Source: an optimization exercise on an open RTL-to-GDS flow (aim: small area). Production flows keep margins and buffers that such runs may drop.
Only simulation tests tie the RTL to the original design; equivalence was not proved.
No activity file was given, so power comes from the tool's default toggle rates.

<file path="flow/flow/run.sh">
#!/bin/bash
# Own layout flow: the standard synthesis, then the combinational logic
# between the registers is mapped again by ABC for area (the registers are
# kept as they are, with their names and cells), then the standard
# layout with single-strength port buffers.
set -euo pipefail
W=$(pwd)
R=$W/orfs/results/$FLOW_PLATFORM/vgalab1/base
LIB=$FLOW_HOME/platforms/$FLOW_PLATFORM/lib/sky130_fd_sc_hd__tt_025C_1v80.lib

# 1. standard synthesis, up to the netlist
bash standard.sh $R/1_2_yosys.v > $W/std_synth.log 2>&1
cp $R/1_2_yosys.v $W/std_1_2_yosys.v

# 2. map the logic between registers again, with several seeds; keep the
#    smallest
DONT=""
for c in $(grep -o "\-dont_use [a-z0-9_]*" $W/orfs/logs/$FLOW_PLATFORM/vgalab1/base/1_2_yosys.log | awk '{print $2}' | sort -u); do
  DONT="$DONT -dont_use $c"
done
reabc() {
  local n=$1 src=$2
  sed "s/@SEED@/$n/" $W/flow/area.abc > $W/area_$n.abc
  cat > $W/reabc_$n.ys <<E2
read_liberty -ignore_miss_func -overwrite $LIB
read_verilog $src
hierarchy -top $FLOW_TOP
setattr -mod -set keep_hierarchy 1 sky130_fd_sc_hd__df* sky130_fd_sc_hd__edf* sky130_fd_sc_hd__sdf* sky130_fd_sc_hd__dl* sky130_fd_sc_hd__conb_*
flatten
opt_clean -purge
tee -o $W/reabc_before_$n.txt stat -liberty $LIB
abc -liberty $LIB $DONT -script $W/area_$n.abc
opt_clean -purge
splitnets
opt_clean -purge
hilomap -singleton -hicell sky130_fd_sc_hd__conb_1 HI -locell sky130_fd_sc_hd__conb_1 LO
insbuf -buf sky130_fd_sc_hd__buf_4 A X
opt_clean -purge
tee -o $W/reabc_after_$n.txt stat -liberty $LIB
read_liberty -lib -ignore_miss_func -overwrite $LIB
check -assert
write_verilog -noattr -nohex -nodec $W/reabc_$n.v
E2
  yosys -l $W/reabc_$n.log -q -s $W/reabc_$n.ys > /dev/null 2>&1 || true
}
# the smallest of the given runs' netlists
pick() {
  local best="" bestarea="" n a
  for n in "$@"; do
    [ -s $W/reabc_$n.v ] || continue
    a=$(grep "Chip area for top module" $W/reabc_after_$n.txt | awk '{print $NF}')
    if [ -z "$best" ] || awk "BEGIN{exit !($a < $bestarea)}"; then best=$n; bestarea=$a; fi
  done
  echo $best
}
# eight seeds from the standard netlist, then four from the best of them
for n in 1 2 3 4; do reabc $n $W/std_1_2_yosys.v & done
wait
for n in 5 6 7 8; do reabc $n $W/std_1_2_yosys.v & done
wait
b1=$(pick 1 2 3 4 5 6 7 8)
for n in 9 10 11 12; do reabc $n $W/reabc_$b1.v & done
wait
best=$(pick $b1 9 10 11 12)
echo "chosen: run $best, area $(grep 'Chip area for top module' $W/reabc_after_$best.txt | awk '{print $NF}')" > $W/reabc_choice.txt
cp $W/reabc_$best.v $R/1_2_yosys.v

# 3. standard layout from the new netlist (no dummy clock loads)
bash standard.sh "BUFFER_PORTS_ARGS=-buffer_cell sky130_fd_sc_hd__buf_1" "CTS_ARGS=-sink_clustering_enable -repair_clock_nets -buf_list sky130_fd_sc_hd__clkbuf_8 -dont_use_dummy_load" finish > $W/std_layout.log 2>&1
</file>
<file path="flow/flow/area.abc">
strash; &get -n; &deepsyn -T 60 -S @SEED@; &put; dch -f; amap; topo; buffer -p; upsize -D 6000; dnsize -D 6000
</file>
<file path="flow/standard.sh">
#!/bin/bash
# synth_recipe.tcl (not shown) runs the flow's synth.tcl, then flattens the netlist and writes it again
# the make line also repeats each setting of config.mk as NAME=value (left out here)
make -C /OpenROAD-flow-scripts/flow DESIGN_CONFIG=/design/flow/config.mk WORK_HOME=/design/flow/orfs CLKGATE_MAP_FILE= SYNTH_SCRIPT=/design/flow/synth_recipe.tcl "${@:-finish}"
</file>
<file path="flow/config.mk">
export PLATFORM = sky130hd
export DESIGN_NAME = vgalab1
export DESIGN_NICKNAME = vgalab1
export VERILOG_FILES = /design/flow/design.v
export SDC_FILE = /design/flow/constraint.sdc
export NUM_CORES = 4
export LEC_CHECK = 0
export ABC_AREA = 1
export CAP_MARGIN = 0
export CORE_MARGIN = 2
export CORE_UTILIZATION = 40
export CTS_BUF_LIST = sky130_fd_sc_hd__clkbuf_8
export GPL_TIMING_DRIVEN = 0
export SLEW_MARGIN = 0
</file>
<file path="flow/constraint.sdc">
create_clock -name core_clock -period 12.0 [get_ports {clk}]
set_input_delay 2.4000 -clock core_clock [delete_from_list [all_inputs] [get_ports {clk}]]
set_output_delay 2.4000 -clock core_clock [all_outputs]
set_load 0.01 [all_outputs]
</file>
<file path="flow/design.v">
module vgalab1(
  input clk,             
  input rst_n,           
  input key_jump_n,      
  input key_restart_n,   
  input sw_gray,         
  output [0:6] HEX0, HEX1,   
  output VGA_HS,
  output VGA_VS,
  output VGA_BLANK,
  output [9:0] VGA_R,
  output [9:0] VGA_G,
  output [9:0] VGA_B
);
wire [5:0] xq;
wire [3:0] xr;
wire [5:0] yq;
wire [3:0] yr;
wire [2:0] idx;
wire [9:0] gray;
wire video_on;
vga_sync u1(.clk(clk), .rst_n(rst_n), .xq(xq), .xr(xr), .yq(yq), .yr(yr), .hs(VGA_HS), .vs(VGA_VS));
background background(.clk(clk), .rst_n(rst_n), .jump(key_jump_n), .restart(key_restart_n),
  .xq(xq), .xr(xr), .yq(yq), .yr(yr), .idx(idx), .gray(gray), .video_on(video_on), .HEX0(HEX0), .HEX1(HEX1));
assign VGA_BLANK = VGA_HS & VGA_VS;
assign VGA_R = !video_on ? 10'h000 : sw_gray ? gray : {10{idx[0]}};
assign VGA_G = !video_on ? 10'h000 : sw_gray ? gray : {10{idx[1]}};
assign VGA_B = !video_on ? 10'h000 : sw_gray ? gray : {10{idx[2]}};
endmodule
module background(
	input clk, input rst_n, input jump, input restart,
	input [5:0] xq, input [3:0] xr, input [5:0] yq, input [3:0] yr,
	output reg [2:0] idx, output [9:0] gray, output video_on,
	output [0:6] HEX0, output [0:6] HEX1);
function automatic ge(input [10:0] a, input [10:0] b);
	integer i; reg r;
	begin
		r = 1'b1;
		for (i = 0; i < 11; i = i + 1) r = (a[i] ^ b[i]) ? a[i] : r;
		ge = r;
	end
endfunction
function automatic sge(input [10:0] a, input [10:0] b);
	sge = ge({~a[10], a[9:0]}, {~b[10], b[9:0]});
endfunction
function automatic sin(input [10:0] v, input [10:0] lo, input [10:0] hi);
	sin = sge(v, lo) && sge(hi, v);
endfunction
function automatic [10:0] sub(input [10:0] a, input [10:0] b);
	integer i; reg c; reg p;
	begin
		c = 1'b1;
		for (i = 0; i < 11; i = i + 1) begin
			p = a[i] ^ ~b[i];
			sub[i] = p ^ c;
			c = (a[i] & ~b[i]) | (c & p);
		end
	end
endfunction
function automatic [10:0] add(input [10:0] a, input [10:0] b);
	integer i; reg c; reg p;
	begin
		c = 1'b0;
		for (i = 0; i < 11; i = i + 1) begin
			p = a[i] ^ b[i];
			add[i] = p ^ c;
			c = (a[i] & b[i]) | (c & p);
		end
	end
endfunction
function automatic [10:0] pk(input integer v);
	pk = ((v / 15) << 4) | (v % 15);
endfunction
function automatic [10:0] px(input integer v);
	px = (((v + 160) / 15) << 4) | ((v + 160) % 15);
endfunction
function automatic [10:0] pd(input integer v);
	integer q, r;
	begin
		q = v / 15;
		r = v - q * 15;
		if (r < 0) begin r = r + 15; q = q - 1; end
		pd = q * 16 + r;
	end
endfunction
function automatic [6:0] subc(input [6:0] a, input [6:0] b, input bin);
	integer i; reg c; reg p;
	begin
		c = !bin;
		for (i = 0; i < 7; i = i + 1) begin
			p = a[i] ^ ~b[i];
			subc[i] = p ^ c;
			c = (a[i] & ~b[i]) | (c & p);
		end
	end
endfunction
function automatic [10:0] dsub(input [9:0] a, input [9:0] b);
	reg [6:0] rd, rc, qd;
	begin
		rd = subc({3'd0, a[3:0]}, {3'd0, b[3:0]}, 1'b0);
		rc = subc(rd, 7'd0, rd[4]);
		qd = subc({1'b0, a[9:4]}, {1'b0, b[9:4]}, rd[4]);
		dsub = {qd, rc[3:0]};
	end
endfunction
wire [10:0] X = {1'b0, xq, xr};
wire [10:0] Y = {1'b0, yq, yr};
assign video_on = !ge(X, px(640)) && !yq[5];
wire [5:0] gx = {xq[5:4] - 2'd1, xq[3:0]};
assign gray = (!ge(X, px(80)) || ge(X, px(561))) ? 10'd0 : ({yq[4:0], 5'd0} | {4'd0, gx});
wire tt = (X == px(199)) || (X == px(399)) || (X == px(599)) || (X == px(799));
wire y1 = yr == 4'd1 || yr == 4'd4 || yr == 4'd7 || yr == 4'd10 || yr == 4'd13;
wire y0 = yr == 4'd0 || yr == 4'd3 || yr == 4'd6 || yr == 4'd9 || yr == 4'd12;
wire mt = (y1 && X == px(399)) || (y0 && X == px(799));
reg [9:0] s_k;
reg [4:0] lf_k;
wire [9:0] s = s_k ^ px(120);
wire [4:0] lf = lf_k ^ 5'b11110;  
wire [10:0] ssq = sub({5'd0, s[9:4]}, 1);
wire [10:0] ssr = sub({7'd0, s[3:0]}, 1);
always @(posedge clk or negedge rst_n)
	if (!rst_n) begin
		s_k <= 10'd0;
		lf_k <= 5'd0;
	end else if (tt) begin
		if (s == px(0)) s_k <= px(641) ^ px(120);
		else if (s[3:0] == 4'd0) s_k <= {ssq[5:0], 4'd14} ^ px(120);
		else s_k <= {s[9:4], ssr[3:0]} ^ px(120);
		if (s == px(0)) lf_k <= {lf[1] ^ lf[2], lf[4:1]} ^ 5'b11110;
	end
wire [10:0] S = {1'b0, s};
wire n1 = !ge(S, px(561));    
wire a2 = !ge(S, px(432));    
wire n2a = !ge(S, px(351));   
wire a3 = !ge(S, px(218));    
wire n3a = !ge(S, px(133));   
reg [4:0] mq_k;
reg [1:0] mc_k;
reg [9:0] mxo_k;
wire [4:0] mq = mq_k ^ 5'd5;
wire [1:0] mc = mc_k ^ 2'd2;
wire [9:0] mxo = mxo_k ^ px(335);
reg hit, dis1, dis2, dis3;
reg [3:0] sf, ss;
wire [10:0] M = {2'd0, mq, mc[1], mc[0], mc[1], mc[0]};
wire [10:0] MX = {1'b0, mxo};
reg ty1, ty2, ty3, by1, by2, by3, my;
reg [1:0] tn;
wire [9:0] kx = (tn == 2'd1) ? (a2 ? {6'd14, 4'd0} : {6'd35, 4'd3}) :
                (tn == 2'd2) ? (a3 ? {6'd28, 4'd4} : {6'd49, 4'd7}) : 10'd0;
wire [10:0] kr = add({7'd0, s[3:0]}, {7'd0, kx[3:0]});
wire kc = ge(kr, 15);
wire [10:0] krc = kc ? sub(kr, 15) : kr;
wire [10:0] kq = add(add({5'd0, s[9:4]}, {5'd0, kx[9:4]}), {10'd0, kc});
wire [9:0] sn = {kq[5:0], krc[3:0]};
wire [10:0] dn = dsub(mxo, sn);
wire w84 = tn == 2'd2;
wire nn = (tn == 2'd1) ? (!a2 || n2a) : (tn == 2'd2) ? (!a3 || n3a) : n1;
always @(posedge clk or negedge rst_n)
	if (!rst_n) tn <= 2'd0;
	else if (!sin(dn, pd(30), pd(84))) tn <= (tn == 2'd2) ? 2'd0 : tn + 2'd1;
wire [1:0] t = xr[2] ? tn : xr[1:0];
wire usep = (t == 2'd1 && !a2) || (t == 2'd2 && !a3);
wire [3:0] fs = usep ? lf[3:0] : lf[4:1];
reg [8:0] htab;
always @*
	case ({t, fs})
	6'd0: htab = {5'd20, 4'd0};  
	6'd1: htab = {5'd14, 4'd10};  
	6'd2: htab = {5'd11, 4'd5};  
	6'd3: htab = {5'd19, 4'd5};  
	6'd4: htab = {5'd16, 4'd10};  
	6'd5: htab = {5'd12, 4'd0};  
	6'd6: htab = {5'd26, 4'd0};  
	6'd7: htab = {5'd22, 4'd10};  
	6'd8: htab = {5'd20, 4'd5};  
	6'd9: htab = {5'd10, 4'd0};  
	6'd10: htab = {5'd26, 4'd10};  
	6'd11: htab = {5'd14, 4'd12};  
	6'd12: htab = {5'd22, 4'd3};  
	6'd13: htab = {5'd11, 4'd1};  
	6'd14: htab = {5'd18, 4'd6};  
	6'd15: htab = {5'd13, 4'd4};  
	6'd16: htab = {5'd13, 4'd4};  
	6'd17: htab = {5'd14, 4'd12};  
	6'd18: htab = {5'd11, 4'd5};  
	6'd19: htab = {5'd16, 4'd10};  
	6'd20: htab = {5'd10, 4'd0};  
	6'd21: htab = {5'd26, 4'd10};  
	6'd22: htab = {5'd20, 4'd5};  
	6'd23: htab = {5'd11, 4'd1};  
	6'd24: htab = {5'd12, 4'd0};  
	6'd25: htab = {5'd22, 4'd10};  
	6'd26: htab = {5'd19, 4'd5};  
	6'd27: htab = {5'd20, 4'd0};  
	6'd28: htab = {5'd26, 4'd0};  
	6'd29: htab = {5'd14, 4'd10};  
	6'd30: htab = {5'd18, 4'd6};  
	6'd31: htab = {5'd22, 4'd3};  
	6'd32: htab = {5'd12, 4'd11};  
	6'd33: htab = {5'd26, 4'd10};  
	6'd34: htab = {5'd18, 4'd3};  
	6'd35: htab = {5'd16, 4'd4};  
	6'd36: htab = {5'd26, 4'd0};  
	6'd37: htab = {5'd21, 4'd5};  
	6'd38: htab = {5'd11, 4'd13};  
	6'd39: htab = {5'd11, 4'd1};  
	6'd40: htab = {5'd12, 4'd0};  
	6'd41: htab = {5'd13, 4'd5};  
	6'd42: htab = {5'd19, 4'd5};  
	6'd43: htab = {5'd26, 4'd0};  
	6'd44: htab = {5'd14, 4'd12};  
	6'd45: htab = {5'd19, 4'd7};  
	6'd46: htab = {5'd20, 4'd11};  
	6'd47: htab = {5'd22, 4'd10};  
	default: htab = 9'd0;
	endcase
reg [4:0] mqd;
reg [1:0] mcd;
wire mt1 = (y1 && X == px(400)) || (y0 && X == px(0));
wire slot_my = mt1 || t == 2'd3;
wire [10:0] ua = (xr[2] && !slot_my) ? M : Y;
wire [10:0] ub = slot_my ? M : {2'd0, htab};
wire [10:0] ud = dsub(ua[9:0], ub[9:0]);
wire uneg = ud[10];
wire ud_ge0 = !uneg;
wire ud_by = sin(ud, -64, -32);       
wire ud_my = sin(ud, -32, 0) && ge(M, pk(30));
wire g0 = ud_ge0;
wire gA = sge(ud, -54);            
wire gH = sge(ud, -70);            
always @(posedge clk)
	if (slot_my)
		my <= ud_my;
	else if (!xr[3])
		case (xr[2:0])
		3'd0: begin ty1 <= ud_ge0; by1 <= ud_by; end
		3'd1: begin ty2 <= ud_ge0; by2 <= ud_by; end
		3'd2: begin ty3 <= ud_ge0; by3 <= ud_by; end
		default: ;
		endcase
wire colany = nn && sin(dn, pd(30), w84 ? pd(84) : pd(80)) && g0;
wire bdn = nn && sin(dn, pd(50), w84 ? pd(64) : pd(60));
wire mlow = !ge(M, pk(81));
wire mhigh = ge(M, pk(400));
wire brA = !jump && !hit;
wire brB = !brA && !restart;
wire brC = !brA && restart && mlow;
wire brD = !brA && restart && !mlow && mhigh;
wire brE = !brA && restart && !mlow && !mhigh && colany;
wire brH = !brA && restart && !mlow && !mhigh && !colany;
reg [4:0] mqn;
reg [1:0] mcn;
always @* begin
	mqn = mq; mcn = mc;
	if (brA) begin
		if (mc == 2'd2) mcn = 2'd0;
		else if (mq != 5'd0) begin mqn = sub(mq, 1); mcn = {mc[0], !mc[0]}; end
	end else if (brB) begin mqn = 5'd5; mcn = 2'd2; end
	else if (brC) begin mqn = 5'd5; mcn = 2'd1; end
	else if (brD) begin mqn = 5'd26; mcn = 2'd2; end
	else if (brH) begin
		if (mc == 2'd2) begin mqn = add(mq, 1); mcn = 2'd0; end
		else mcn = {mc[0], !mc[0]};
	end
	mqd = mt ? mqn : mq;
	mcd = mt ? mcn : mc;
end
wire bok = !hit && (brA || brD || brH);
wire dn_dis = (tn == 2'd1) ? dis2 : (tn == 2'd2) ? dis3 : dis1;
wire bany = bok && !dn_dis && bdn && (brA ? gA : (brD || gH));
wire b1 = bany && tn == 2'd0;
wire b2 = bany && tn == 2'd1;
wire b3 = bany && tn == 2'd2;
wire c1 = ge(S, px(561)) && !ge(S, px(566));
wire c2 = ge(S, px(351)) && !ge(S, px(356));
wire c3 = ge(S, px(133)) && !ge(S, px(138));
wire sf10 = sf == 4'd10;
always @(posedge clk or negedge rst_n)
	if (!rst_n) begin
		mxo_k <= 10'd0;
		hit <= 1'b0;
		dis1 <= 1'b0; dis2 <= 1'b0; dis3 <= 1'b0;
		sf <= 4'd0; ss <= 4'd0;
	end else if (mt) begin
		if (brB) mxo_k <= 10'd0;
		else if (brE) mxo_k <= sn ^ px(335);
		if (brB) hit <= 1'b0;
		else if (brC || brD || brE) hit <= 1'b1;
		dis1 <= b1 ? 1'b1 : c1 ? 1'b0 : dis1;
		dis2 <= b2 ? 1'b1 : c2 ? 1'b0 : dis2;
		dis3 <= b3 ? 1'b1 : c3 ? 1'b0 : dis3;
		if (bany) begin
			sf <= sf10 ? 4'd0 : add(sf, 1);
			if (sf10) ss <= add(ss, 1);
		end else if (brB) begin
			sf <= 4'd0; ss <= 4'd0;
		end
	end
always @(posedge clk or negedge rst_n)
	if (!rst_n) begin
		mq_k <= 5'd0; mc_k <= 2'd0;    
	end else begin
		mq_k <= mqd ^ 5'd5; mc_k <= mcd ^ 2'd2;
	end
BCD DisplayScoreFirst(sf, HEX0);
BCD DisplayScoreSecond(ss, HEX1);
wire [10:0] ex = dsub(X[9:0], s);
wire tx1 = n1 && sin(ex, pd(0), pd(80));
wire tx2 = a2 ? (n2a && sin(ex, pd(210), pd(290))) : sin(ex, pd(-432), pd(-352));
wire tx3 = a3 ? (n3a && sin(ex, pd(424), pd(508))) : sin(ex, pd(-218), pd(-134));
wire bx1 = n1 ? sin(ex, pd(20), pd(60)) : (!ge(S, px(581)) && sge(ex, pd(19)));
wire bx2 = a2 ? (n2a ? sin(ex, pd(230), pd(270)) : (!ge(S, px(371)) && sge(ex, pd(229)))) : sin(ex, pd(-412), pd(-372));
wire bx3 = a3 ? (n3a ? sin(ex, pd(444), pd(488)) : (!ge(S, px(153)) && sge(ex, pd(443)))) : sin(ex, pd(-198), pd(-154));
wire y400 = !ge(Y, pk(401));
wire [10:0] mdx = dsub(mxo, X[9:0]);
wire mon = ge(MX, px(30)) && sin(mdx, pd(0), pd(30)) && (mt1 ? ud_my : my);
always @* begin
	idx = 3'd6;
	if (ge(Y, pk(400))) idx = 3'd2;
	if (!ge(Y, pk(51))) idx = 3'd4;
	else if (mon) idx = 3'd5;
	else if (bx1 && by1) idx = dis1 ? 3'd6 : 3'd3;
	else if (tx1 && ty1 && y400) idx = 3'd0;
	else if (bx2 && by2) idx = dis2 ? 3'd6 : 3'd3;
	else if (tx2 && ty2 && y400) idx = 3'd0;
	else if (bx3 && by3) idx = dis3 ? 3'd6 : 3'd3;
	else if (tx3 && ty3 && y400) idx = 3'd0;
	if (hit) begin
		if (ge(X, px(30)) && ge(px(610), X) && ge(Y, pk(50)) && ge(pk(450), Y)) idx = 3'd0;
		if (ge(X, px(130)) && ge(px(510), X) && ge(pk(400), Y) && ge(Y, pk(100))) begin
			idx = 3'd7;
			if (ge(px(170), X) && ge(pk(350), Y)) idx = 3'd0;
			if (ge(X, px(240)) && ge(px(410), X) && ge(Y, pk(200)) && ge(pk(250), Y)) idx = 3'd0;
			if (ge(X, px(290)) && ge(px(337), X) && ge(Y, pk(150)) && ge(pk(350), Y)) idx = 3'd0;
			if (ge(X, px(460)) && ge(pk(350), Y)) idx = 3'd0;
		end
	end
end
endmodule
module BCD(m, Display0);
	input [3:0] m;
	output [0:6] Display0;
	assign Display0 [0:6] = (m[3:0] == 4'b0000) ? 7'b0000001:  
									(m[3:0] == 4'b0001) ? 7'b1001111:  
									(m[3:0] == 4'b0010) ? 7'b0010010:  
									(m[3:0] == 4'b0011) ? 7'b0000110:  
									(m[3:0] == 4'b0100) ? 7'b1001100:  
									(m[3:0] == 4'b0101) ? 7'b0100100:  
									(m[3:0] == 4'b0110) ? 7'b0100000:  
									(m[3:0] == 4'b0111) ? 7'b0001111:  
									(m[3:0] == 4'b1000) ? 7'b0000000: 7'b0000100;  
endmodule
module vga_sync(
   input clk,
   input rst_n,
   output [5:0] xq,
   output [3:0] xr,
   output reg [5:0] yq,
   output reg [3:0] yr,
   output hs,
   output vs
);
function automatic [5:0] inc(input [5:0] a);
   integer i; reg c;
   begin
      c = 1'b1;
      for (i = 0; i < 6; i = i + 1) begin inc[i] = a[i] ^ c; c = a[i] & c; end
   end
endfunction
function automatic ge(input [9:0] a, input [9:0] b);
   integer i; reg r;
   begin
      r = 1'b1;
      for (i = 0; i < 10; i = i + 1) r = (a[i] ^ b[i]) ? a[i] : r;
      ge = r;
   end
endfunction
function automatic [9:0] px(input integer v);
   px = (((v + 160) / 15) << 4) | ((v + 160) % 15);
endfunction
reg [5:0] xq_k;
reg [3:0] xr_k;
assign xq = xq_k ^ 6'd10;
assign xr = xr_k ^ 4'd10;
wire [9:0] X = {xq, xr};
wire [5:0] xqi = inc(xq);
wire [5:0] xri = inc({2'd0, xr});
wire [5:0] yqi = inc(yq);
wire [5:0] yri = inc({2'd0, yr});
always @(posedge clk or negedge rst_n)
   if (!rst_n) begin
      xq_k <= 6'd0;
      xr_k <= 4'd0;
   end else begin
      if (xr == 4'd14) begin
         xr_k <= ((xq == 6'd63) ? 4'd10 : 4'd0) ^ 4'd10;
         xq_k <= ((xq == 6'd63) ? 6'd10 : xqi) ^ 6'd10;
      end else
         xr_k <= xri[3:0] ^ 4'd10;
   end
reg first_k;
wire first = !first_k;
always @(posedge clk or negedge rst_n)
   if (!rst_n) first_k <= 1'b0;
   else if (X == px(699)) first_k <= 1'b1;
assign hs = !(ge(X, px(660)) && ge(px(755), X)) && !(first && X == px(0));
assign vs = !first && !(yq == 6'd32 && yr == 4'd14) && !(yq == 6'd33 && yr == 4'd0);
always @(posedge clk or negedge rst_n)
   if (!rst_n) begin
      yq <= 6'd0;
      yr <= 4'd0;
   end else if (X == px(699)) begin
      if (yr == 4'd14) begin
         yr <= 4'd0;
         yq <= (yq == 6'd34) ? 6'd0 : yqi;
      end else
         yr <= yri[3:0];
   end
endmodule
</file>
==> results of run 1 <==
==> worst max-delay path, delay by kind of cell, from the launching register on <==
kind                   cells  cell delay, ns
and+or+nand+nor           18            2.69
buffers and inverters      3            0.50
AOI/OAI and AO/OA         15            4.87
DFF                        1            0.47
==> state kept, by name, indices dropped and copies added, names as in the netlist, 2 cells and up, named ones only <==
register,count
background.s_k,10
background.ss,4
u1.xq_k,6
background.mq_k,3
u1.xr_k,4
background.sf,4
background.mxo_k,10
background.tn,2
background.lf_k,5
u1.yq,6
u1.yr,4
==> layout make-up <==
type	count	area [µm²]	share of cell area
flip-flops and latches	74	1890	0.253
inverters	154	578	0.0777
repair buffers	53	220	0.0296
well taps	220	275	0.0370
plain buffers	7	26.3	0.00353
clock buffers	9	124	0.0166
multi-input cells	830	4330	0.582
==> per-layer routing <==
metal | track usage | vias up | wire length, µm
li1 | - | 3921 | -
met4 | 0.0942 | 0 | 788
met2 | 0.439 | 367 | 10900
met5 | 0 | - | 0
met1 | 0.361 | 3705 | 10500
met3 | 0.0472 | 59 | 1890
==> power groups by stage <==
| stage | Sequential [µW] | Combinational [µW] | Clock (µW) |
|---|---|---|---|
| global route | 276 | 767 | 175 |
| finish | 275 | 685 | 163 |
| CTS | 275 | 668 | 167 |
| global placement | 279 | 662 | 0 |
| floorplan | 278 | 518 | 0 |
| detailed placement | 279 | 664 | 0 |
==> through the flow <==
step           total power (µW)  area [µm²]  hold WS, ns  std cells
2_1_floorplan               796        6780        0.462       1065
5_1_grt                    1220        7440        0.551       1347
4_1_cts                    1110        7410        0.526       1347
3_5_place_dp                943        7280        0.510       1338
6_report                   1120        7440        0.526       1347
3_3_place_gp                942        7250        0.504       1336
==> path summary, 6_finish.rpt <==
kind | startpoint | end | slack (ns)
max | background.s_k[2] | VGA_R[4] | 0.68
min | background.lf_k[1] | background.lf_k[0] | 0.53
max reg2reg | background.s_k[2] | background.ss[3] | 2.52
min reg2reg | background.lf_k[1] | background.lf_k[0] | 0.53
max in group asynchronous | rst_n | background.hit | 9.23
min in group asynchronous | rst_n | u1.yr[0] | 2.07
==> what timing repair did <==
| action | CTS | global route |
|---|---|---|
| gates resized for setup | 0 | 7 |
| buffers inserted | 0 | 0 |
| setup endpoints to repair | 0 | 30 |
==> flow_summary_export.csv, run 1 <==
group,metric,value,unit
layout,final_common_cell,"nor2_1",
route,vias_per_cell,5.98,
layout,area_delta_synth_final,9.74,%
power,switching_share,0.492,
worst_setup_path,critPathMaxStageDelay,0.69,ns
timing,finalHoldViolations,0,
timing,fin_ws,0.685,ns
worst_setup_path,critPathArrivalTime,8.92,ns
power,p_int,571,µW
synth,netlist_instances,1065,
timing,max_slew_margin,0.333,
min_path,hp-class,"flip-flop to flip-flop",
power,seq_power_share,0.245,
clocking,clk_pin_slew,0.07,ns
floorplan,dieArea,18000,µm²
run_status,status,"complete, no violations",
power,power_frac_clock,0.145,
global_route,grt_pass1_wl,38700,µm
worst_setup_path,crit_path_max_fanout,10,
timing,fin_crit,11.32,ns
worst_setup_path,cp.required,9.60,ns
floorplan,rows,47,
clocking,cts.sinks,74,
layout,fillCellCount,1766,
placed_design,dpl.hpwl,18700,µm
clocking,cts-root-buf,"clkbuf_8",
route,dr.first_iter.drc_count,950,
global_route,grt_usage,0.270,
timing,setup_viol,0,
clocking,clock_latency,0.38,ns
timing,setup_tns,0,ns
power,p_per_area,151,nW/µm²
layout,n_antenna_cell,0,
floorplan,ioPinCount,52,
floorplan,die_x,134,µm
placed_design,io_buffers,51,
layout,layout_common_cells,"nor2_1 (269), inv_1 (148), o21ai_0 (99)",
placed_design,dp_slack,0.935,ns
timing,max_freq,88.4,MHz
clocking,clock_path_buffers,2,
timing,rsz0062_at_grt,"false",
route,drtPass1Iterations,5,
clocking,cts.hold.buffers_added,0,
synth,synth.cell_area,6780,µm²
timing,tightest_slew,0.988,ns
worst_setup_path,crit_top_cell,"nor2_1",
route,drc,0,
global_route,grt_pass1_vias,7424,
placed_design,finalWeightedCongestion,0.897,
layout,final_util,0.449,
synth,synth-warning-count,2,
global_route,antenna_found_initial,0,
layout,layout-drive-gt1-share,0.0275,
min_path,whs_path_depth,1,
synth,synth_fp_nets,1070,
floorplan,core,16600,µm²
power,power_leakage,0.00319,µW
route,vias,8052,
worst_setup_path,crit_slowest_cell,"nor4_1",
flow_run,max_cap_violations,0,
global_route,gr-total-overflow,0,
route,antenna_left,0,
route,wl_per_cell,17.9,µm
worst_setup_path,cp-end-kind,"output pin",
global_route,grt_max_degree,39,
timing,maxSlewViolCount,0,
timing,fin_skew,0.0275,ns
power,p_comb_frac,0.610,
worst_setup_path,worstSetupPathType,"flip-flop to output pin",
synth,avgSynthCellArea,6.37,µm²
clocking,cts_made_buffers,9,
clocking,cts_tree,"yes",
worst_setup_path,reg2reg_depth,42,
worst_setup_path,start_kind,"flip-flop",
clocking,htreeDepth,3,
floorplan,start_util,0.409,
power,ir_worst_vdd,0.0000935,V
timing,post-route-period-util,0.943,
layout,nNetsFinal,1134,
route,wl,24100,µm
floorplan,fp.dieH,134,µm
power,p_switching,552,µW
==> run 2: changes to the inputs <==
--- a/flow/flow/run.sh
+++ b/flow/flow/run.sh
@@ -53,15 +53,16 @@
   done
   echo $best
 }
-# eight seeds from the standard netlist, then four from the best of them
-for n in 1 2 3 4; do reabc $n $W/std_1_2_yosys.v & done
+# sixteen seeds from the standard netlist, four at a time, then four from
+# the best of them
+for r in 0 4 8 12; do
+  for n in 1 2 3 4; do reabc $((r + n)) $W/std_1_2_yosys.v & done
+  wait
+done
+b1=$(pick $(seq 1 16))
+for n in 17 18 19 20; do reabc $n $W/reabc_$b1.v & done
 wait
-for n in 5 6 7 8; do reabc $n $W/std_1_2_yosys.v & done
-wait
-b1=$(pick 1 2 3 4 5 6 7 8)
-for n in 9 10 11 12; do reabc $n $W/reabc_$b1.v & done
-wait
-best=$(pick $b1 9 10 11 12)
+best=$(pick $b1 17 18 19 20)
 echo "chosen: run $best, area $(grep 'Chip area for top module' $W/reabc_after_$best.txt | awk '{print $NF}')" > $W/reabc_choice.txt
 cp $W/reabc_$best.v $R/1_2_yosys.v
 
==> run 2 against run 1 <==
Against the previous run: cell count is the same; core utilization did not move; still clean; worst hold slack did not move; global-route usage unchanged; sequential power about the same; clock skew stayed put; synthesized area stayed put; maximum frequency is the same; wire length unchanged; clock power about the same; worst setup slack unchanged; register-to-register slack is essentially flat.
==> flow_summary_export.csv, run 2 <==
group,metric,value,unit
timing,maxSlewViolCount,0,
timing,setup_viol,0,
clocking,clock_latency,0.38,ns
power,switching_share,0.492,
power,p_comb_frac,0.610,
worst_setup_path,crit_buf_inv,3,
clocking,clock_path_buffers,2,
global_route,grt_pass1_vias,7424,
worst_setup_path,crit_slowest_cell,"nor4_1",
global_route,antenna_found_initial,0,
worst_setup_path,crit_top_cell,"nor2_1",
global_route,grt_max_degree,39,
synth,netlist_instances,1065,
layout,area_delta_synth_final,9.74,%
synth,synth.cell_area,6780,µm²
route,vias,8052,
worst_setup_path,cp.required,9.60,ns
clocking,cts_tree,"yes",
min_path,hold_start,"background.lf_k[1]",
global_route,gr-total-overflow,0,
power,power_leakage,0.00319,µW
floorplan,rows,47,
flow_run,max_cap_violations,0,
run_status,status,"complete, no violations",
worst_setup_path,cp-end-kind,"output pin",
floorplan,fp.dieH,134,µm
clocking,cts-root-buf,"clkbuf_8",
layout,final_common_cell,"nor2_1",
layout,nNetsFinal,1134,
worst_setup_path,cp-startpoint,"background.s_k[2]",
clocking,clk_pin_slew,0.07,ns
timing,tightest_slew,0.988,ns
synth,synth_fp_nets,1070,
synth,synth-warning-count,2,
power,ir_worst_vdd,0.0000935,V
global_route,grt_pass1_wl,38700,µm
floorplan,die_x,134,µm
floorplan,start_util,0.409,
clocking,cts.sinks,74,
route,antenna_left,0,
worst_setup_path,r2r_start,"background.s_k[2]",
route,drc,0,
worst_setup_path,start_kind,"flip-flop",
global_route,grt_usage,0.270,
power,power_frac_clock,0.145,
worst_setup_path,critPathMaxStageDelay,0.69,ns
power,p_switching,552,µW
layout,top_regs,"background.mxo_k (10), background.s_k (10)",
layout,n_antenna_cell,0,
timing,rsz0062_at_grt,"false",
timing,setup_tns,0,ns
timing,max_freq,88.4,MHz
floorplan,ioPinCount,52,
timing,fin_skew,0.0275,ns
power,p_per_area,151,nW/µm²
worst_setup_path,cp_top_family,"compound AO/OA/AOI/OAI gates",
timing,post-route-period-util,0.943,
power,p_int,571,µW
route,wl_per_cell,17.9,µm
route,vias_per_cell,5.98,
clocking,cts_made_buffers,9,
min_path,hp-class,"flip-flop to flip-flop",
layout,layout-drive-gt1-share,0.0275,
power,seq_power_share,0.245,
route,wl,24100,µm
synth,avgSynthCellArea,6.37,µm²
worst_setup_path,crit_path_max_fanout,10,
route,dr.first_iter.drc_count,950,
placed_design,io_buffers,51,
layout,layout_common_cells,"nor2_1 (269), inv_1 (148), o21ai_0 (99)",
placed_design,finalWeightedCongestion,0.897,
floorplan,core,16600,µm²
floorplan,dieArea,18000,µm²
timing,max_slew_margin,0.333,
timing,finalHoldViolations,0,
route,drtPass1Iterations,5,
worst_setup_path,critPathArrivalTime,8.92,ns
worst_setup_path,worstSetupPathType,"flip-flop to output pin",
timing,hold_slack,0.526,ns
timing,fin_crit,11.32,ns
clocking,htreeDepth,3,
placed_design,dpl.hpwl,18700,µm
==> run 2: path summary, 6_finish.rpt <==
check	cells past startpoint	slack, ns	to
worst min-delay path	1	0.53	background.lf_k[0]
min in group asynchronous	1	2.07	u1.yr[0]
max in group asynchronous	2	9.23	background.hit
worst max register to register	42	2.52	background.ss[3]
worst min register to register	1	0.53	background.lf_k[0]
worst max-delay path	36	0.68	VGA_R[4]
==> run 2: layout make-up <==
cell class                 instances  area (µm²)
buffer                             7        26.3
clock buffer                       9         124
fill                            1766        9140
inverter                         154         578
multi-input combinational        830        4330
sequential                        74        1890
tap                              220         275
timing repair buffer              53         220
==> run 2: power groups by stage <==
| stage | Sequential (µW) | Clock [µW] | Combinational [µW] |
|---|---|---|---|
| 2_1_floorplan | 278 | 0 | 518 |
| 3_3_place_gp | 279 | 0 | 662 |
| 3_5_place_dp | 279 | 0 | 664 |
| 4_1_cts | 275 | 167 | 668 |
| 5_1_grt | 276 | 175 | 767 |
| 6_report | 275 | 163 | 685 |
==> run 2: routing by layer <==
metal | GRT usage | wire, µm
met1 | 0.361 | 10500
met4 | 0.0942 | 788
met5 | 0 | 0
met3 | 0.0472 | 1890
met2 | 0.439 | 10900
==> run 2: timing repair <==
item | 4_1_cts | 5_1_grt
setup buffers | 0 | 0
resized for setup | 0 | 7
endpoints found under the setup margin | 0 | 30
hold buffers | 0 | 0
==> run 2: per-stage QoR <==
step	instances	power, µW	setup slack (ns)	cell area [µm²]	utilization
2_1_floorplan	1065	796	3.40	6780	-
3_3_place_gp	1336	942	0.803	7250	0.437
3_5_place_dp	1338	943	0.935	7280	0.439
4_1_cts	1347	1110	0.526	7410	0.447
5_1_grt	1347	1220	0.127	7440	0.449
6_report	1347	1120	0.685	7440	0.449
==> run 3: changes to the inputs <==
==> flow/flow/area.abc (replaced) <==
strash; &get -n; &deepsyn -T 60 -S @SEED@; &put; dch -f; amap; topo; buffer -p; upsize -D 6500; dnsize -D 6500
==> run 3 against run 2 <==
Against the previous run: still clean on timing, DRC and antenna; clock-buffer cell count is the same; maximum frequency grew 3.6%; non-clock buffer count shrank 4; clock skew shrank 0.0019 ns; synthesized area is essentially flat; sequential power grew 2%; clock power is essentially flat; cell count grew 0.45%; design area shrank 0.12%; critical path type unchanged; critical endpoint is now VGA_R[3]; largest power group unchanged.
==> flow_summary_export.csv, run 3 <==
group,metric,value,unit
placed_design,io_buffers,51,
worst_setup_path,crit_path_max_fanout,11,
worst_setup_path,r2r_end,"background.ss[3]",
layout,layout-drive-gt1-share,0.0238,
route,vias,8130,
floorplan,rows,47,
global_route,grt_pass1_wl,37000,µm
worst_setup_path,r2r_start,"background.s_k[2]",
floorplan,core,16600,µm²
timing,max_freq,91.5,MHz
power,ir_worst_vdd,0.000160,V
clocking,clock_path_buffers,2,
worst_setup_path,start_kind,"flip-flop",
clocking,cts_tree,"yes",
timing,post-route-period-util,0.911,
synth,synth_fp_nets,1076,
placed_design,dpl-instance-area,7280,µm²
layout,instances_no_fill,1353,
worst_setup_path,cp.required,9.60,ns
global_route,grt_max_degree,36,
worst_setup_path,worstSetupPathType,"flip-flop to output pin",
timing,fin_skew,0.0256,ns
clocking,cts.sinks,74,
worst_setup_path,cp-startpoint,"u1.xr_k[2]",
layout,nNetsFinal,1140,
clocking,cts-root-buf,"clkbuf_8",
clocking,clk_pin_slew,0.07,ns
synth,avgSynthCellArea,6.33,µm²
worst_setup_path,critPathMaxStageDelay,0.57,ns
worst_setup_path,reg2reg_depth,41,
floorplan,ioPinCount,52,
layout,fillCellCount,1800,
global_route,grt_pass1_vias,7084,
worst_setup_path,critPathArrivalTime,8.53,ns
timing,finalHoldViolations,0,
route,wl,23500,µm
min_path,hold_start,"u1.first_k",
synth,synth-warning-count,2,
layout,final_common_cell,"nor2_1",
placed_design,dp.cells,1344,
placed_design,finalWeightedCongestion,0.941,
run_status,status,"complete, no violations",
layout,layout_common_cells,"nor2_1 (267), inv_1 (141), o21ai_0 (96)",
clocking,cts_setup_buffers,0,
power,p_per_area,147,nW/µm²
timing,tightest_slew,1.19,ns
worst_setup_path,r2r_slack,3.23,ns
timing,rsz0062_at_grt,"false",
floorplan,die_x,134,µm
worst_setup_path,crit_slowest_cell,"dfrtp_1",
clocking,htreeDepth,3,
layout,n_antenna_cell,0,
timing,setup_viol,0,
route,drc,0,
timing,fin_crit,10.93,ns
route,antenna_left,0,
route,vias_per_cell,6.01,
flow_run,max_cap_violations,0,
worst_setup_path,crit_top_cell,"nor2_1",
floorplan,start_util,0.409,
layout,top_regs,"background.mxo_k (10), background.s_k (10)",
placed_design,dpl.hpwl,18400,µm
global_route,grt_usage,0.258,
worst_setup_path,endpoint,"VGA_R[3]",
power,power_leakage,0.00311,µW
global_route,gr-total-overflow,0,
worst_setup_path,cp-end-kind,"output pin",
synth,netlist_instances,1071,
route,drtPass1Iterations,5,
route,wl_per_cell,17.3,µm
timing,max_slew_margin,0.194,
floorplan,dieArea,18000,µm²
clocking,clock_latency,0.38,ns
floorplan,fp.dieH,134,µm
timing,maxSlewViolCount,0,
route,dr.first_iter.drc_count,797,
clocking,cts_made_buffers,9,
timing,setup_tns,0,ns
layout,finalInstanceArea,7430,µm²
min_path,hp-class,"flip-flop to flip-flop",
global_route,antenna_found_initial,0,
layout,area_delta_synth_final,9.67,%
synth,synth.cell_area,6780,µm²
==> run 3: worst min path at each step <==
stage                      end  cells past startpoint
finish              u1.first_k                      2
global route        u1.first_k                      2
CTS                 u1.first_k                      2
detailed placement  u1.first_k                      2
global placement    u1.first_k                      2
floorplan           u1.first_k                      2
==> run 3: stage by stage <==
stage           util  setup WS (ns)  power [µW]  hold slack (ns)
2_1_floorplan      -           3.29         758            0.440
3_3_place_gp   0.437          0.441         915            0.464
3_5_place_dp   0.439          0.510         919            0.469
4_1_cts        0.447          0.101        1080            0.491
5_1_grt        0.448         0.0794        1190            0.523
6_report       0.448           1.07        1090            0.496
==> run 3: cell type report <==
type,count,area (µm²),area share
Buffer,3,11.3,0.00151
Tap cell,220,275,0.0370
Sequential cell,74,1890,0.254
Inverter,145,544,0.0732
Clock buffer,9,124,0.0167
Multi-Input combinational cell,849,4370,0.588
Timing Repair Buffer,53,220,0.0296
==> run 3: layer usage <==
metal	track usage	routed length, µm	vias up
met4	0.109	775	0
met2	0.396	10300	397
met1	0.365	10500	3704
li1	-	-	3966
met3	0.0359	1800	63
met5	0	0	-
==> run 3: power breakdown <==
| group | switching, µW | total [µW] | internal (µW) |
|---|---|---|---|
| clock network | 92.5 | 160 | 67.1 |
| logic | 445 | 651 | 206 |
| registers | 9.82 | 281 | 271 |
| total | 547 | 1090 | 545 |
==> run 3: what timing repair did <==
action	in CTS	in global routing
setup endpoints to repair	0	30
hold buffers	0	0
resized for setup	0	9
==> run 3: worst max-delay path: cells and delay by family (launching register included) <==
family / cells / cell delay, ns
buffers and inverters: 5 / 1.05
and+or+nand+nor: 12 / 1.83
DFF: 1 / 0.57
AOI/OAI and AO/OA: 18 / 4.72
==> run 4: changes to the inputs <==
==> flow/flow/area.abc (replaced) <==
strash; &get -n; &deepsyn -T 60 -S @SEED@; &put; dch -f; amap; topo; buffer -p; upsize -D 7000; dnsize -D 7000
==> run 4 against run 3 <==
Against the previous run: non-clock buffer count did not move; flip-flop and latch count unchanged; cell count unchanged; largest cell class unchanged; design area unchanged; sequential share of layout area is the same; power stayed put; highest routed layer unchanged; combinational power about the same; register-to-register slack is essentially flat; clock-buffer cell count is the same; core utilization unchanged; largest power group unchanged.
==> flow_summary_export.csv, run 4 <==
group,metric,value,unit
synth,synth-warning-count,2,
worst_setup_path,start_kind,"flip-flop",
synth,avgSynthCellArea,6.33,µm²
route,vias,8130,
placed_design,dpl.hpwl,18400,µm
route,drtPass1Iterations,5,
layout,n_antenna_cell,0,
layout,final_common_cell,"nor2_1",
layout,fillCellCount,1800,
global_route,use_met3,0.0359,
min_path,hp-class,"flip-flop to flip-flop",
run_status,status,"complete, no violations",
timing,max_slew_margin,0.194,
global_route,grt_util_met1,0.365,
layout,layout_common_cells,"nor2_1 (267), inv_1 (141), o21ai_0 (96)",
global_route,use_met2,0.396,
floorplan,die_x,134,µm
worst_setup_path,crit_path_max_fanout,11,
timing,setup_tns,0,ns
power,p_per_area,147,nW/µm²
power,power,1090,µW
clocking,htreeDepth,3,
clocking,cts_setup_buffers,0,
clocking,cts-root-buf,"clkbuf_8",
clocking,clock_latency,0.38,ns
worst_setup_path,crit_top_cell,"nor2_1",
floorplan,fp.dieH,134,µm
worst_setup_path,cp-end-kind,"output pin",
flow_run,max_cap_violations,0,
timing,fin_skew,0.0256,ns
clocking,cts_made_buffers,9,
floorplan,core,16600,µm²
route,antenna_left,0,
power,power_leakage,0.00311,µW
global_route,grt_usage,0.258,
global_route,gr-total-overflow,0,
layout,area_delta_synth_final,9.67,%
timing,maxSlewViolCount,0,
clocking,clk_pin_slew,0.07,ns
worst_setup_path,worstSetupPathType,"flip-flop to output pin",
clocking,cts_tree,"yes",
layout,nNetsFinal,1140,
route,wl_per_cell,17.3,µm
worst_setup_path,cp.required,9.60,ns
route,drc,0,
timing,max_freq,91.5,MHz
global_route,antenna_found_initial,0,
floorplan,rows,47,
timing,post-route-period-util,0.911,
timing,rsz0062_at_grt,"false",
timing,fin_crit,10.93,ns
clocking,clock_path_buffers,2,
route,wl,23500,µm
worst_setup_path,critPathArrivalTime,8.53,ns
synth,netlist_instances,1071,
worst_setup_path,critPathMaxStageDelay,0.57,ns
global_route,grt_pass1_wl,37000,µm
route,vias_per_cell,6.01,
global_route,grt_max_degree,36,
floorplan,dieArea,18000,µm²
power,ir_worst_vdd,0.000160,V
clocking,cts.sinks,74,
layout,top_regs,"background.mxo_k (10), background.s_k (10)",
layout,layout-drive-gt1-share,0.0238,
worst_setup_path,crit_slowest_cell,"dfrtp_1",
timing,setup_viol,0,
placed_design,io_buffers,51,
synth,synth.cell_area,6780,µm²
placed_design,finalWeightedCongestion,0.941,
timing,tightest_slew,1.19,ns
synth,synth_fp_nets,1076,
route,dr.first_iter.drc_count,797,
global_route,grt_pass1_vias,7084,
floorplan,start_util,0.409,
worst_setup_path,r2r_slack,3.23,ns
global_route,busiest_layer,"met2",
timing,finalHoldViolations,0,
floorplan,ioPinCount,52,
## run 4: path summary, 6_finish.rpt
kind / from / end / cells past startpoint
min in group asynchronous: rst_n / asynchronous set/reset pin / 1
hold / removal: u1.first_k / u1.first_k / 2
setup / recovery: u1.xr_k[2] / VGA_R[3] / 35
max in group asynchronous: rst_n / u1.xq_k[2] / 2
setup reg to reg: background.s_k[2] / background.ss[3] / 41
hold reg to reg: u1.first_k / u1.first_k / 2
## run 4: critical path, delay by kind of cell (launching register included)
kind / cells / cell delay, ns
buffers and inverters: 5 / 1.05
AOI/OAI and AO/OA: 18 / 4.72
and+or+nand+nor: 12 / 1.83
DFF: 1 / 0.57
## run 4: final cells by class
class	count	area, µm²	area share
multi-input cells	849	4370	0.588
flip-flops and latches	74	1890	0.254
inverters	145	544	0.0732
well taps	220	275	0.0370
repair buffers	53	220	0.0296
clock buffers	9	124	0.0167
plain buffers	3	11.3	0.00151
## run 4: per-stage QoR
| step | setup slack (ns) | hold slack (ns) | area, µm² | util | instances |
|---|---|---|---|---|---|
| 4_1_cts | 0.101 | 0.491 | 7400 | 0.447 | 1353 |
| 5_1_grt | 0.0794 | 0.523 | 7430 | 0.448 | 1353 |
| 3_3_place_gp | 0.441 | 0.464 | 7250 | 0.437 | 1342 |
| 3_5_place_dp | 0.510 | 0.469 | 7280 | 0.439 | 1344 |
| 6_report | 1.07 | 0.496 | 7430 | 0.448 | 1353 |
| 2_1_floorplan | 3.29 | 0.440 | 6780 | - | 1071 |
## run 4: power breakdown
group	switching [µW]	total, µW	leakage, µW	internal [µW]
registers	9.82	281	0.000890	271
logic	445	651	0.00215	206
clock network	92.5	160	0.0000647	67.1
total	547	1090	0.00311	545
## run 4: routing by layer
| metal | vias up | wire [µm] | part of all wire |
|---|---|---|---|
| li1 | 3966 | - | - |
| met1 | 3704 | 10500 | 0.45 |
| met2 | 397 | 10300 | 0.44 |
| met3 | 63 | 1800 | 0.077 |
| met4 | 0 | 775 | 0.033 |
| met5 | - | 0 | 0 |
## run 4: repair_timing
| item | CTS | global route |
|---|---|---|
| hold buffers | 0 | 0 |
| gates resized for setup | 0 | 9 |
| endpoints found under the setup margin | 0 | 30 |
==> run 5: changes to the inputs <==
--- a/flow/flow/run.sh
+++ b/flow/flow/run.sh
@@ -20,7 +20,7 @@
 done
 reabc() {
   local n=$1 src=$2
-  sed "s/@SEED@/$n/" $W/flow/area.abc > $W/area_$n.abc
+  sed "s/@SEED@/$((n + 20))/" $W/flow/area.abc > $W/area_$n.abc
   cat > $W/reabc_$n.ys <<E2
 read_liberty -ignore_miss_func -overwrite $LIB
 read_verilog $src
==> run 5 against run 4 <==
Against the previous run: global-route usage grew 0.48 points; synthesized area grew 0.20%; non-clock buffer count grew 8; maximum frequency shrank 0.55%; worst hold slack gained 0.020 ns; clock skew shrank 0.0030 ns; flip-flop and latch count is the same; design area grew 0.42%; combinational power shrank 4.9%; sequential power is essentially flat; largest power group unchanged.
==> flow_summary_export.csv, run 5 <==
group,metric,value,unit
run_status,status,"complete, no violations",
synth,avgSynthCellArea,6.42,µm²
clocking,clk_pin_slew,0.07,ns
floorplan,start_util,0.410,
layout,n_antenna_cell,0,
layout,layout_common_cells,"nor2_1 (239), inv_1 (125), o21ai_0 (116)",
floorplan,die_x,134,µm
layout,top_regs,"background.mxo_k (10), background.s_k (10)",
worst_setup_path,crit_buf_inv,5,
worst_setup_path,critPathMaxStageDelay,0.45,ns
timing,setup_viol,0,
worst_setup_path,r2r_slack,2.27,ns
timing,rsz0062_at_grt,"false",
route,drc,0,
global_route,grt_pass1_wl,38000,µm
synth,synth.cell_area,6790,µm²
timing,fin_crit,10.99,ns
power,power_leakage,0.00304,µW
route,wl_per_cell,17.6,µm
worst_setup_path,worstSetupPathType,"flip-flop to output pin",
global_route,gr-total-overflow,0,
synth,netlist_instances,1058,
worst_setup_path,reg2reg_depth,44,
global_route,grt_pass1_vias,7282,
layout,multi_input_area,4410,µm²
clocking,cts.hold.buffers_added,0,
timing,setup_tns,0,ns
layout,area_delta_synth_final,9.91,%
layout,layout-drive-gt1-share,0.0366,
clocking,cts_setup_buffers,0,
worst_setup_path,cp.required,9.60,ns
route,antenna_left,0,
global_route,grt_max_degree,27,
layout,final_util,0.450,
route,vias_per_cell,6.01,
placed_design,io_buffers,51,
timing,fin_skew,0.0226,ns
worst_setup_path,cp_top_family,"compound AO/OA/AOI/OAI gates",
floorplan,dieArea,18000,µm²
timing,hold_slack,0.516,ns
worst_setup_path,r2r_end,"background.ss[3]",
route,drtPass1Iterations,6,
clocking,htreeDepth,3,
clocking,cts_resized,0,
floorplan,fp.dieH,134,µm
layout,nNetsFinal,1127,
flow_run,max_cap_violations,0,
placed_design,finalWeightedCongestion,0.939,
clocking,cts-root-buf,"clkbuf_8",
min_path,worstHoldEndpoint,"background.dis1",
min_path,whs_path_depth,2,
layout,register_area,1890,µm²
global_route,antenna_found_initial,0,
placed_design,dpl.hpwl,18300,µm
timing,maxSlewViolCount,0,
layout,final_common_cell,"nor2_1",
worst_setup_path,start_kind,"flip-flop",
clocking,cts_tree,"yes",
route,wl,23600,µm
worst_setup_path,crit_path_max_fanout,9,
floorplan,core,16600,µm²
worst_setup_path,crit_top_cell,"nor2_1",
placed_design,dp_slack,1.12,ns
min_path,hp-class,"flip-flop to flip-flop",
placed_design,dp.cells,1331,
worst_setup_path,critPathArrivalTime,8.59,ns
power,ir_worst_vdd,0.0000948,V
timing,fin_ws,1.01,ns
power,p_per_area,142,nW/µm²
clocking,cts_made_buffers,9,
synth,synth_fp_nets,1063,
timing,max_slew_margin,0.103,
floorplan,ioPinCount,52,
synth,synth-warning-count,2,
floorplan,rows,47,
timing,finalHoldViolations,0,
timing,max_freq,91.0,MHz
worst_setup_path,path_depth,42,
worst_setup_path,r2r_start,"background.s_k[2]",
timing,tightest_slew,1.33,ns
layout,fillCellCount,1770,
global_route,grt_usage,0.263,
worst_setup_path,cp-end-kind,"output pin",
min_path,hold_start,"background.dis1",
route,dr.first_iter.drc_count,852,
clocking,clock_path_buffers,2,
route,vias,8047,
worst_setup_path,crit_slowest_cell,"a2111oi_0",
timing,post-route-period-util,0.916,
clocking,clock_latency,0.38,ns
layout,instances_no_fill,1340,
clocking,cts.sinks,74,
[run 5: final cells by class]
type                    instances  area share
repair buffers                 53      0.0322
plain buffers                  11     0.00570
multi-input cells             842       0.590
inverters                     131      0.0659
flip-flops and latches         74       0.253
clock buffers                   9      0.0166
well taps                     220      0.0369
[run 5: worst min-delay path, delay by kind of cell (launching register included)]
family,cells,cell delay [ns]
AO/OA/AOI/OAI,1,0.06
AND/OR/NAND/NOR,1,0.05
flip-flops,1,0.37
[run 5: worst max path at each step]
stage,startpoint,to
after floorplan,background.s_k[2],VGA_B[5]
after global placement,background.s_k[2],VGA_B[5]
after detailed placement,background.s_k[2],VGA_B[5]
after CTS,background.s_k[2],VGA_B[5]
after global routing,background.s_k[2],VGA_G[1]
final,background.s_k[2],VGA_R[5]
[run 5: power breakdown]
group	switching (µW)	internal [µW]	leakage [µW]
sequential	8.81	270	0.000887
combinational	414	205	0.00209
clock	94.1	67.1	0.0000647
total	517	542	0.00304
[run 5: routing by layer]
| layer | vias up | global-route usage | wire length [µm] |
|---|---|---|---|
| li1 | 3949 | - | - |
| met1 | 3748 | 0.366 | 10700 |
| met2 | 291 | 0.418 | 10800 |
| met3 | 59 | 0.0389 | 1420 |
| met4 | 0 | 0.0918 | 652 |
| met5 | - | 0 | 0 |
[run 5: through the flow]
stage,total power (µW),instance area [µm²]
3_3_place_gp,882,7260
6_report,1060,7470
3_5_place_dp,887,7310
5_1_grt,1150,7470
4_1_cts,1050,7430
2_1_floorplan,738,6790

==> static timing again, ports no longer ideal <==
The flow's constraints put no driver on any port. The routed layouts listed below were extracted and timed again, unchanged, in two steps. Step 1 sets driving cells, clkbuf_16 on the clock port and buf_2 on the other inputs (assumed; they add their load-dependent delay and slew). Step 2, shift: input delay + t, output delay - t, t = (earliest + latest rising clock arrival at the registers) / 2. This alone moves slack from input paths to output paths. a / b / c = no drivers / after step 1 / after step 2; a / b = the first two.
run	t (ns)	setup slack, ns	cell pins on the clock port's net
run 1	0.404	0.685 / 0.644 / 1.048	1
run 2	0.404	0.685 / 0.644 / 1.048	1
run 3	0.407	1.073 / 1.031 / 1.438	1
run 4	0.407	1.073 / 1.031 / 1.438	1
run 5	0.406	1.012 / 0.977 / 1.383	1
After both steps setup and hold are still met in every run listed.
